Source: an optimization exercise on an open RTL-to-GDS flow (aim: small area). Production flows keep margins and buffers that such runs may drop. Only simulation tests tie the RTL to the original design; equivalence was not proved. Power figures rest on the tool's default switching activity, not on a simulated workload.

==> flow/design.v <==
module ethernet_parser (
    input wire clk,
    input wire rst_n,
    input  wire [63:0] s_axis_tdata,
    input  wire [7:0]  s_axis_tkeep,
    input  wire        s_axis_tvalid,
    output wire        s_axis_tready,
    input  wire        s_axis_tlast,
    output reg  [63:0] m_axis_tdata,
    output reg  [7:0]  m_axis_tkeep,
    output reg         m_axis_tvalid,
    input  wire        m_axis_tready,
    output reg         m_axis_tlast,
    output wire        parsed_valid_pulse,
    output wire [47:0] dst_mac,
    output wire [47:0] src_mac,
    output wire [15:0] ethertype,
    output wire [31:0] src_ip,
    output wire [31:0] dst_ip,
    output wire [15:0] src_port,
    output wire [15:0] dst_port
);
localparam IDLE    = 3'd0,
           WORD1   = 3'd1,
           WORD2   = 3'd2,
           WORD3   = 3'd3,
           WORD4   = 3'd4,
           PULSE   = 3'd5,
           WORD5   = 3'd6,
           PAYLOAD = 3'd7;
reg [2:0]  state;
reg [63:0] beat0;      
reg [63:16] beat1;     
reg [63:0] prev_beat;  
assign s_axis_tready = m_axis_tready | ~m_axis_tvalid;
wire accept = s_axis_tvalid & s_axis_tready;
assign parsed_valid_pulse = (state == PULSE);
assign dst_mac   = beat0[63:16];
assign src_mac   = {beat0[15:0], beat1[63:32]};
assign ethertype = beat1[31:16];
assign src_ip    = prev_beat[63:32];
assign dst_ip    = prev_beat[31:0];
assign src_port  = m_axis_tdata[63:48];
assign dst_port  = m_axis_tdata[47:32];
always @(posedge clk or negedge rst_n) begin
    if (!rst_n) begin
        state <= IDLE;
        m_axis_tvalid <= 1'b0;
    end else begin
        m_axis_tvalid <= s_axis_tvalid | (m_axis_tvalid & ~m_axis_tready);
        if (accept) begin
            case (state)
                IDLE:    state <= WORD1;
                WORD1:   state <= WORD2;
                WORD2:   state <= WORD3;
                WORD3:   state <= WORD4;
                WORD4:   state <= PULSE;
                PAYLOAD: if (s_axis_tlast) state <= IDLE;
                default: state <= PAYLOAD;
            endcase
        end else if (state == PULSE) begin
            state <= WORD5;
        end
    end
end
always @(posedge clk) begin
    prev_beat <= m_axis_tdata;
    if (accept) begin
        m_axis_tdata <= s_axis_tdata;
        m_axis_tkeep <= s_axis_tkeep;
        m_axis_tlast <= s_axis_tlast;
    end
    if (accept && state == IDLE)
        beat0 <= s_axis_tdata;
    if (accept && state == WORD1)
        beat1 <= s_axis_tdata[63:16];
end
endmodule
==> flow/config.mk <==
export PLATFORM = sky130hd
export DESIGN_NAME = ethernet_parser
export DESIGN_NICKNAME = ethernet_parser
export VERILOG_FILES = /design/flow/design.v
export SDC_FILE = /design/flow/constraint.sdc
export NUM_CORES = 4
export LEC_CHECK = 0
export CAP_MARGIN = 20
export CORE_MARGIN = 2
export CORE_UTILIZATION = 40
export SLEW_MARGIN = 20
==> flow/constraint.sdc <==
create_clock -name core_clock -period 5.0 [get_ports {clk}]
set_input_delay 1.0000 -clock core_clock [delete_from_list [all_inputs] [get_ports {clk}]]
set_output_delay 1.0000 -clock core_clock [all_outputs]
set_load 0.01 [all_outputs]
run.sh (not shown) runs the stock make flow with config.mk's settings and CLKGATE_MAP_FILE= SYNTH_SCRIPT=/design/flow/synth_recipe.tcl, a recipe that flattens the netlist after the stock synthesis.
The baseline finished with timing, DRC and antenna clean.
Edit:
==> flow/flow/run.sh (new file) <==
#!/bin/bash
# The standard layout with two changes: port buffers use the smallest
# buffer cell, and clock tree synthesis uses larger sink clusters of small
# clock buffers without dummy loads.
export BUFFER_PORTS_ARGS="-buffer_cell sky130_fd_sc_hd__buf_1"
export CTS_ARGS="-sink_clustering_enable -repair_clock_nets -sink_clustering_size 20 -sink_clustering_max_diameter 60 -buf_list {sky130_fd_sc_hd__clkbuf_4 sky130_fd_sc_hd__clkbuf_8} -dont_use_dummy_load"
bash standard.sh > standard_flow.log 2>&1
==> flow/standard.sh (new file) <==
#!/bin/bash
# synth_recipe.tcl (not shown) runs the flow's synth.tcl, then flattens the netlist and writes it again
# the make line also repeats each setting of config.mk as NAME=value (left out here)
make -C /OpenROAD-flow-scripts/flow DESIGN_CONFIG=/design/flow/config.mk WORK_HOME=/design/flow/orfs CLKGATE_MAP_FILE= SYNTH_SCRIPT=/design/flow/synth_recipe.tcl "${@:-finish}"
Settings changed: CAP_MARGIN 20 to 10, CORE_UTILIZATION 40 to 60, SLEW_MARGIN 20 to 10.
removed: flow/run.sh
After rerunning: The changed run went through all stages and came out clean; global-route usage rises by 4.4 points; critical path depth stays the same; clock-buffer cell count falls by 24; worst setup slack gets better by 0.78 ns; sequential power hardly moves; non-clock buffer count falls by 1; power falls by 27%; wire length falls by 16%; clock power falls by 58%.
Edit:
==> flow/run.sh (new file) <==
#!/bin/bash
# synth_recipe.tcl (not shown) runs the flow's synth.tcl, then flattens the netlist and writes it again
# the make line also repeats each setting of config.mk as NAME=value (left out here)
make -C /OpenROAD-flow-scripts/flow DESIGN_CONFIG=/design/flow/config.mk WORK_HOME=/design/flow/orfs CLKGATE_MAP_FILE= SYNTH_SCRIPT=/design/flow/synth_recipe.tcl finish
Settings changed: CAP_MARGIN 10 to 20, CTS_BUF_LIST set to sky130_fd_sc_hd__clkbuf_4 sky130_fd_sc_hd__clkbuf_2, SLEW_MARGIN 10 to 20.
removed: flow/flow/run.sh
removed: flow/standard.sh
With this change the flow ended with an error in clock tree synthesis on DPL-0033.
Area after synthesis does not change.
Synthesized cell count is unchanged.

---

ethernet_parser, a different RTL version from the one above (not shown whole).
Size in the first run: roughly 250 flip-flops, about 360 I/O pins, about 0.0073 sq mm of cells after synthesis.
==> flow/config.mk <==
export PLATFORM = sky130hd
export DESIGN_NAME = ethernet_parser
export DESIGN_NICKNAME = ethernet_parser
export VERILOG_FILES = /design/flow/design.v
export SDC_FILE = /design/flow/constraint.sdc
export NUM_CORES = 4
export LEC_CHECK = 0
export CAP_MARGIN = 0
export CORE_MARGIN = 2
export CORE_UTILIZATION = 60
export SLEW_MARGIN = 0
==> flow/constraint.sdc <==
create_clock -name core_clock -period 5.0 [get_ports {clk}]
set_input_delay 1.0000 -clock core_clock [delete_from_list [all_inputs] [get_ports {clk}]]
set_output_delay 1.0000 -clock core_clock [all_outputs]
set_load 0.01 [all_outputs]
standard.sh (not shown) runs the stock make flow with config.mk's settings and CLKGATE_MAP_FILE= SYNTH_SCRIPT=/design/flow/synth_recipe.tcl, a recipe that flattens the netlist after the stock synthesis.
==> flow/flow/run.sh <==
#!/bin/bash
# The standard layout with two changes: port buffers use the smallest
# buffer cell, and clock tree synthesis uses larger sink clusters of small
# clock buffers without dummy loads.
export BUFFER_PORTS_ARGS="-buffer_cell sky130_fd_sc_hd__buf_1"
export CTS_ARGS="-sink_clustering_enable -repair_clock_nets -sink_clustering_size 20 -sink_clustering_max_diameter 60 -buf_list {sky130_fd_sc_hd__clkbuf_4 sky130_fd_sc_hd__clkbuf_8} -dont_use_dummy_load"
bash standard.sh > standard_flow.log 2>&1
The first run went through all stages and came out clean.
Rerun with:
CORE_UTILIZATION = 85   (was 60)
The changed run died in I/O pin placement. Area after synthesis does not change. Synthesized cell count does not change.
Rerun with:
CORE_UTILIZATION = 75   (was 85)
Result: This time the run passed the timing, DRC and antenna checks; synthesized cell count stays the same; area after synthesis stays the same.

[separate check: timing with driven ports]
The results above use ideal ports. As a check the final layouts listed here were re-extracted and re-timed, cells and wires unchanged. Step 1 assumes that a clkbuf_16 drives the clock port and a buf_2 every other input. Step 2 adds t to the input delays and takes it off the output delays; t is the mean of the earliest and latest rising clock arrival at the registers after step 1. Input paths then give back, and output paths get back, about the clock's delay inside the block. Slacks: no drivers / after step 1 / after step 2; pairs: no drivers / after step 1.
| run | t (ns) | setup slack, ns | hold WS [ns] | slew at the worst register clock pin (ns) |
|---|---|---|---|---|
| the first run of note 1 | 0.559 | 1.701 / 1.677 / 1.544 | 0.365 / 0.365 / 0.365 | 0.06 / 0.06 |
| the second run of note 1 | 0.508 | 2.479 / 2.441 / 2.010 | 0.361 / 0.344 / 0.379 | 0.12 / 0.12 |
| the first run of note 2 | 0.520 | 2.624 / 2.600 / 2.481 | 0.318 / 0.303 / 0.371 | 0.11 / 0.11 |
| the third run of note 2 | 0.521 | 2.325 / 2.325 / 2.325 | 0.313 / 0.312 / 0.381 | 0.12 / 0.12 |
After both steps setup and hold are still met in every run listed. For the second run of note 1, which loses most, drivers alone change the setup slack by -0.038 ns; drivers and shift together by -0.469 ns.
